From an optimization exercise on the open Yosys and OpenROAD flow, aimed at small area; shortcuts taken in it are not production practice.
Function was checked by simulation only, so behaviour that the tests miss may differ from the original.
The flow treats the clock pin as an ideal source. Dropping or thinning the clock tree relies on that and would not hold on a real chip.
Power and IR drop assume default switching activity.

==> module display, before the edit <==
module display(
    input   wire        clk,         
    input   wire        rstn,        
    input   wire[31:0]  vga_pos,     
    output   wire       hsync,       
    output   wire       vsync,       
    output   wire[3:0]  red,         
    output   wire[3:0]  green,       
    output   wire[3:0]  blue         
    );
    function [9:0] inc10(input [9:0] a, input cin);
        integer i;
        reg c;
        begin
            c = cin;
            for (i = 0; i < 10; i = i + 1) begin
                inc10[i] = a[i] ^ c;
                c = a[i] & c;
            end
        end
    endfunction
    reg [9:0] hx_n;
    reg [9:0] vy_n;
    wire [9:0] hx = ~hx_n;
    wire [9:0] vy = ~vy_n;
    wire h_wrap = hx[9] & hx[8] & hx[5] & hx[3] & hx[2] & hx[0];   
    wire v_wrap = vy[9] & vy[4] & vy[3] & vy[2];   
    always @(posedge clk) begin
        if (!rstn) begin
            hx_n <= ~10'd13;
            vy_n <= ~10'd16;
        end
        else begin
            hx_n <= ~(h_wrap ? 10'd14 : inc10(hx, 1'b1));
            vy_n <= ~((h_wrap && v_wrap) ? 10'd16 : inc10(vy, h_wrap));
        end
    end
    assign hsync = hx >= 10'd96 + 10'd14;
    assign vsync = vy >= 10'd2 + 10'd16;
    wire [4:0] s = hx[4:0];
    wire [31:0] pbits = {5'b00000, vga_pos[5], vga_pos[6], vga_pos[7], vga_pos[8],
                         vga_pos[9], vga_pos[10], vga_pos[11], vga_pos[12], vga_pos[13],
                         vga_pos[14], vga_pos[15], vga_pos[16], vga_pos[17], vga_pos[18],
                         vga_pos[19], vga_pos[20], vga_pos[21], vga_pos[22], vga_pos[23],
                         vga_pos[24], vga_pos[25], vga_pos[26], vga_pos[27], vga_pos[28],
                         vga_pos[29], vga_pos[30], vga_pos[31]};
    wire pbit = pbits[s];
    reg [4:0] r_w;       
    reg [4:0] r_q;       
    reg [9:0] y;         
    wire active = (s <= 5'd26);
    wire [5:0] t = {r_w, pbit};
    wire q = active && (t >= 6'd25);
    wire [5:0] t_sub = t - 6'd25;
    integer k;
    always @(posedge clk) begin
        r_w <= q ? t_sub[4:0] : t[4:0];
        if (s == 5'd27)
            r_q <= r_w;
        for (k = 0; k < 10; k = k + 1)
            if (s == 5'd26 - k)
                y[k] <= q;
    end
    wire [9:0] x = {r_q, vga_pos[4:0]};
    wire [9:0] sh, sv;
    wire [10:0] ch, cv;
    assign ch[0] = 1'b0;
    assign cv[0] = 1'b0;
    genvar g;
    generate
        for (g = 0; g < 10; g = g + 1) begin : adders
            display_fa fa_h (.a(hx_n[g]), .b(x[g]), .ci(ch[g]), .s(sh[g]), .co(ch[g + 1]));
            display_fa fa_v (.a(vy_n[g]), .b(y[g]), .ci(cv[g]), .s(sv[g]), .co(cv[g + 1]));
        end
    endgenerate
    wire [9:0] dh = ~sh;
    wire [9:0] dv = ~sv;
    wire [4:0] col = dh[4:0];
    wire [4:0] row = dv[4:0];
    wire in_h = (dh[9:5] == 5'd0) && (col <= 5'd28) && (x >= 10'd15);
    wire in_v = (dv[9:5] == 5'd0) && (row >= 5'd2) && (row <= 5'd30) &&
                (y >= 10'd15) && (y <= 10'd1008);
    wire eye_row = (row >= 5'd8) && (row <= 5'd12);
    wire eye_col = ((col >= 5'd3) && (col <= 5'd10)) || ((col >= 5'd18) && (col <= 5'd25));
    wire mouth_row = (row >= 5'd22) && (row <= 5'd26);
    wire mouth_col = (col >= 5'd10) && (col <= 5'd18);
    wire inbox = in_h && in_v;
    wire mouth = inbox && mouth_row && mouth_col;
    wire face = inbox && !(eye_row && eye_col) && !mouth;
    assign red = {mouth, face, 2'b00};
    assign green = {2'b00, face, mouth};
    assign blue = {3'b000, face | mouth};
endmodule
Settings: LEC_CHECK=0, CAP_MARGIN=0, CORE_MARGIN=2, CORE_UTILIZATION=70, SLEW_MARGIN=0; clock period 40.0 ns.
standard.sh (not shown) runs the stock make flow with config.mk's settings and CLKGATE_MAP_FILE= SYNTH_SCRIPT=/design/flow/synth_recipe.tcl, a recipe that flattens the netlist after the stock synthesis.
==> flow/flow/run.sh <==
#!/bin/bash
# The standard ORFS layout with changes that only pick smaller cells:
#  - synthesis: the standard flow's synthesis script (ORFS's synth.tcl, then flatten and
#    rename), with three changes: ABC maps the combinational logic with an
#    area-oriented script (flow/abc.script.in) instead of the speed script;
#    Yosys's separate full-adder extraction is off, so ABC sees all of that
#    logic; and the design's one-bit full-adder module display_fa is kept
#    whole through synthesis and then laid out as the library's fa_1 cell
#    (flow/fa_cell.v) before the design is flattened.  Registers are mapped
#    exactly as in the standard synthesis.  The ABC script's random seed is
#    chosen by synthesizing with seeds 1..16 first and keeping the smallest.
#  - port buffers are buf_1 instead of the resizer's default choice;
#  - one tie cell drives all constant outputs.
# Each tool's output goes to a log file here: trial_<seed>.log, synth.log,
# place.log, clock_trials.log, layout.log (ORFS's own per-step logs are under
# orfs/logs/).
set -euo pipefail
HERE=$(pwd)

# synth_recipe.tcl with the full-adder cell swapped in before flattening
awk -v fa="$HERE/flow/fa_cell.v" '{print} /^source .*synth\.tcl/ {print "read_verilog -overwrite " fa}' \
  "$HERE/synth_recipe.tcl" > "$HERE/synth_fa.tcl"
grep -q "read_verilog -overwrite" "$HERE/synth_fa.tcl"

scripts_for() {  # scripts_for SEED: an ORFS scripts folder whose ABC script uses SEED
  local d="$HERE/scripts_$1"
  rm -rf "$d"
  cp -r "$FLOW_HOME/scripts" "$d"
  sed "s/@SEED@/$1/" "$HERE/flow/abc.script.in" > "$d/abc_speed.script"
}

SYNTH_VARS=("ADDER_MAP_FILE=" "SYNTH_KEEP_MODULES=display_fa" "SYNTH_SCRIPT=$HERE/synth_fa.tcl")

# trial syntheses, four at a time
trial() {
  local seed=$1
  scripts_for "$seed"
  make -C "$FLOW_HOME" DESIGN_CONFIG="$HERE/config.mk" WORK_HOME="$HERE/trial_$seed" \
    CLKGATE_MAP_FILE= "SCRIPTS_DIR=$HERE/scripts_$seed" "${SYNTH_VARS[@]}" synth \
    > "$HERE/trial_$seed.log" 2>&1 || true
}
SEEDS="1 2 3 4 5 6 7 8 9 10 11 12 13 14 15 16"
for round in "1 2 3 4" "5 6 7 8" "9 10 11 12" "13 14 15 16"; do
  for seed in $round; do trial $seed & done; wait
done
best=3
best_area=1e30
for seed in $SEEDS; do
  f=$(ls "$HERE"/trial_$seed/reports/*/*/*/synth_stat.txt 2>/dev/null | head -1 || true)
  [[ -n "$f" ]] || continue
  a=$(sed -n "s/.*Chip area for module '\\\\display': \([0-9.]*\).*/\1/p" "$f" | head -1)
  [[ -n "$a" ]] || continue
  echo "seed $seed area $a" >> "$HERE/trials.txt"
  if awk -v a="$a" -v b="$best_area" 'BEGIN{exit !(a < b)}'; then best=$seed; best_area=$a; fi
done
echo "chosen seed $best" >> "$HERE/trials.txt"
for seed in $SEEDS; do [[ $seed == "$best" ]] || rm -rf "$HERE/trial_$seed" "$HERE/scripts_$seed"; done

bash standard.sh "SCRIPTS_DIR=$HERE/scripts_$best" "${SYNTH_VARS[@]}" synth > synth.log 2>&1
bash standard.sh "SCRIPTS_DIR=$HERE/scripts_$best" \
  "SKIP_REPAIR_TIE_FANOUT=1" "BUFFER_PORTS_ARGS=-buffer_cell sky130_fd_sc_hd__buf_1" \
  place > place.log 2>&1
RES="$HERE/orfs/results/sky130hd/display/base"
choice=""
for cfg in "sky130_fd_sc_hd__clkbuf_8 2 1" "sky130_fd_sc_hd__clkbuf_8 1 2" \
           "sky130_fd_sc_hd__clkbuf_4 2 2" "sky130_fd_sc_hd__clkbuf_8 3 1" \
           "sky130_fd_sc_hd__clkbuf_8 2 2"; do
  set -- $cfg
  slew=$(LIB="$FLOW_HOME/platforms/sky130hd/lib/sky130_fd_sc_hd__tt_025C_1v80.lib" \
    PLATFORM_DIR="$FLOW_HOME/platforms/sky130hd" PLACED_ODB="$RES/3_place.odb" \
    PLACED_SDC="$RES/3_place.sdc" SPLIT_TCL="$HERE/flow/split_clock.tcl" CB=$1 NX=$2 NY=$3 \
    openroad -no_init -exit "$HERE/flow/clock_trial.tcl" 2>&1 | tee -a "$HERE/clock_trials.log" \
    | sed -n 's/^TRIAL_SLEW //p' | tail -1 || true)
  echo "$cfg: $slew" >> "$HERE/clock_trials.txt"
  if [[ -n "$slew" ]] && awk -v s="$slew" 'BEGIN{exit !(s <= 0.115)}'; then choice="$cfg"; break; fi
done
[[ -n "$choice" ]] || choice="sky130_fd_sc_hd__clkbuf_8 2 2"
echo "chosen: $choice" >> "$HERE/clock_trials.txt"
cts="$HERE/scripts_$best/cts.tcl"
python3 - "$cts" "$HERE/flow/split_clock.tcl" "$choice" <<'PY'
import sys
path, split, choice = sys.argv[1], sys.argv[2], sys.argv[3]
s = open(path).read()
old = "log_cmd clock_tree_synthesis {*}$cts_args"
assert s.count(old) == 1
s = s.replace(old, "source %s\nsplit_clock %s\nset_propagated_clock [all_clocks]" % (split, choice))
open(path, "w").write(s)
PY
bash standard.sh "SCRIPTS_DIR=$HERE/scripts_$best" \
  "SKIP_REPAIR_TIE_FANOUT=1" "BUFFER_PORTS_ARGS=-buffer_cell sky130_fd_sc_hd__buf_1" \
  finish > layout.log 2>&1
Other scripts of this flow, unchanged in this note and not shown: flow/flow/abc.script.in, flow/flow/clock_trial.tcl, flow/flow/fa_cell.v, flow/flow/split_clock.tcl
Then changed:
--- a/flow/design.v
+++ b/flow/design.v
@@ -38,21 +38,22 @@
     end
     assign hsync = hx >= 10'd96 + 10'd14;
     assign vsync = vy >= 10'd2 + 10'd16;
     wire [4:0] s = hx[4:0];
-    wire [31:0] pbits = {5'b00000, vga_pos[5], vga_pos[6], vga_pos[7], vga_pos[8],
-                         vga_pos[9], vga_pos[10], vga_pos[11], vga_pos[12], vga_pos[13],
-                         vga_pos[14], vga_pos[15], vga_pos[16], vga_pos[17], vga_pos[18],
-                         vga_pos[19], vga_pos[20], vga_pos[21], vga_pos[22], vga_pos[23],
-                         vga_pos[24], vga_pos[25], vga_pos[26], vga_pos[27], vga_pos[28],
-                         vga_pos[29], vga_pos[30], vga_pos[31]};
+    wire [31:0] pbits = {vga_pos[5], vga_pos[5], vga_pos[5], vga_pos[5], vga_pos[5],
+                         vga_pos[5], vga_pos[6], vga_pos[7], vga_pos[8], vga_pos[9],
+                         vga_pos[10], vga_pos[11], vga_pos[12], vga_pos[13], vga_pos[14],
+                         vga_pos[15], vga_pos[16], vga_pos[17], vga_pos[18], vga_pos[19],
+                         vga_pos[20], vga_pos[21], vga_pos[22], vga_pos[23], vga_pos[24],
+                         vga_pos[25], vga_pos[26], vga_pos[27], vga_pos[28], vga_pos[29],
+                         vga_pos[30], vga_pos[31]};
     wire pbit = pbits[s];
     reg [4:0] r_w;       
     reg [4:0] r_q;       
     reg [9:0] y;         
-    wire active = (s <= 5'd26);
-    wire [5:0] t = {r_w, pbit};
-    wire q = active && (t >= 6'd25);
+    wire [4:0] r_in = (s == 5'd0) ? 5'd0 : r_w;
+    wire [5:0] t = {r_in, pbit};
+    wire q = (t >= 6'd25);
     wire [5:0] t_sub = t - 6'd25;
     integer k;
     always @(posedge clk) begin
         r_w <= q ? t_sub[4:0] : t[4:0];
Result: Power climbs by 0.56%. Clock power drops by about 6%. Sequential cell count does not change. Critical path depth climbs by 1. Register-to-register slack is worse by 290 ps. Setup slack is worse by 320 ps. Via count climbs by about 0.53%. Design area climbs by 0.91%. Hold slack is worse by 12 ps.
No run of this note takes its clock network from TritonCTS; it comes from the design's own scripts or RTL.

port drivers added, routing unchanged:
No port has a modelled driver above. Below, the same layouts with a new extraction and two added sets of constraints.
Step 1 sets driving cells, clkbuf_16 on the clock port and buf_2 on the other inputs (assumed; they add their load-dependent delay and slew).
Step 2 also shifts input and output timing later by t, the mid clock arrival at the registers, as if the neighbouring blocks saw the same clock.
a / b / c = ideal / step 1 / step 2; a / b = the first two.
run	t (ns)	slack for setup (ns)	worst data-port slew with drivers (ns)
the first run	0.203	18.910 / 18.891 / 18.891	0.04
the second run	0.200	18.586 / 18.565 / 18.565	0.03
After both steps setup and hold are still met in every run listed. For the second run, which loses most, drivers alone change the setup slack by -0.021 ns; drivers and shift together by -0.021 ns.
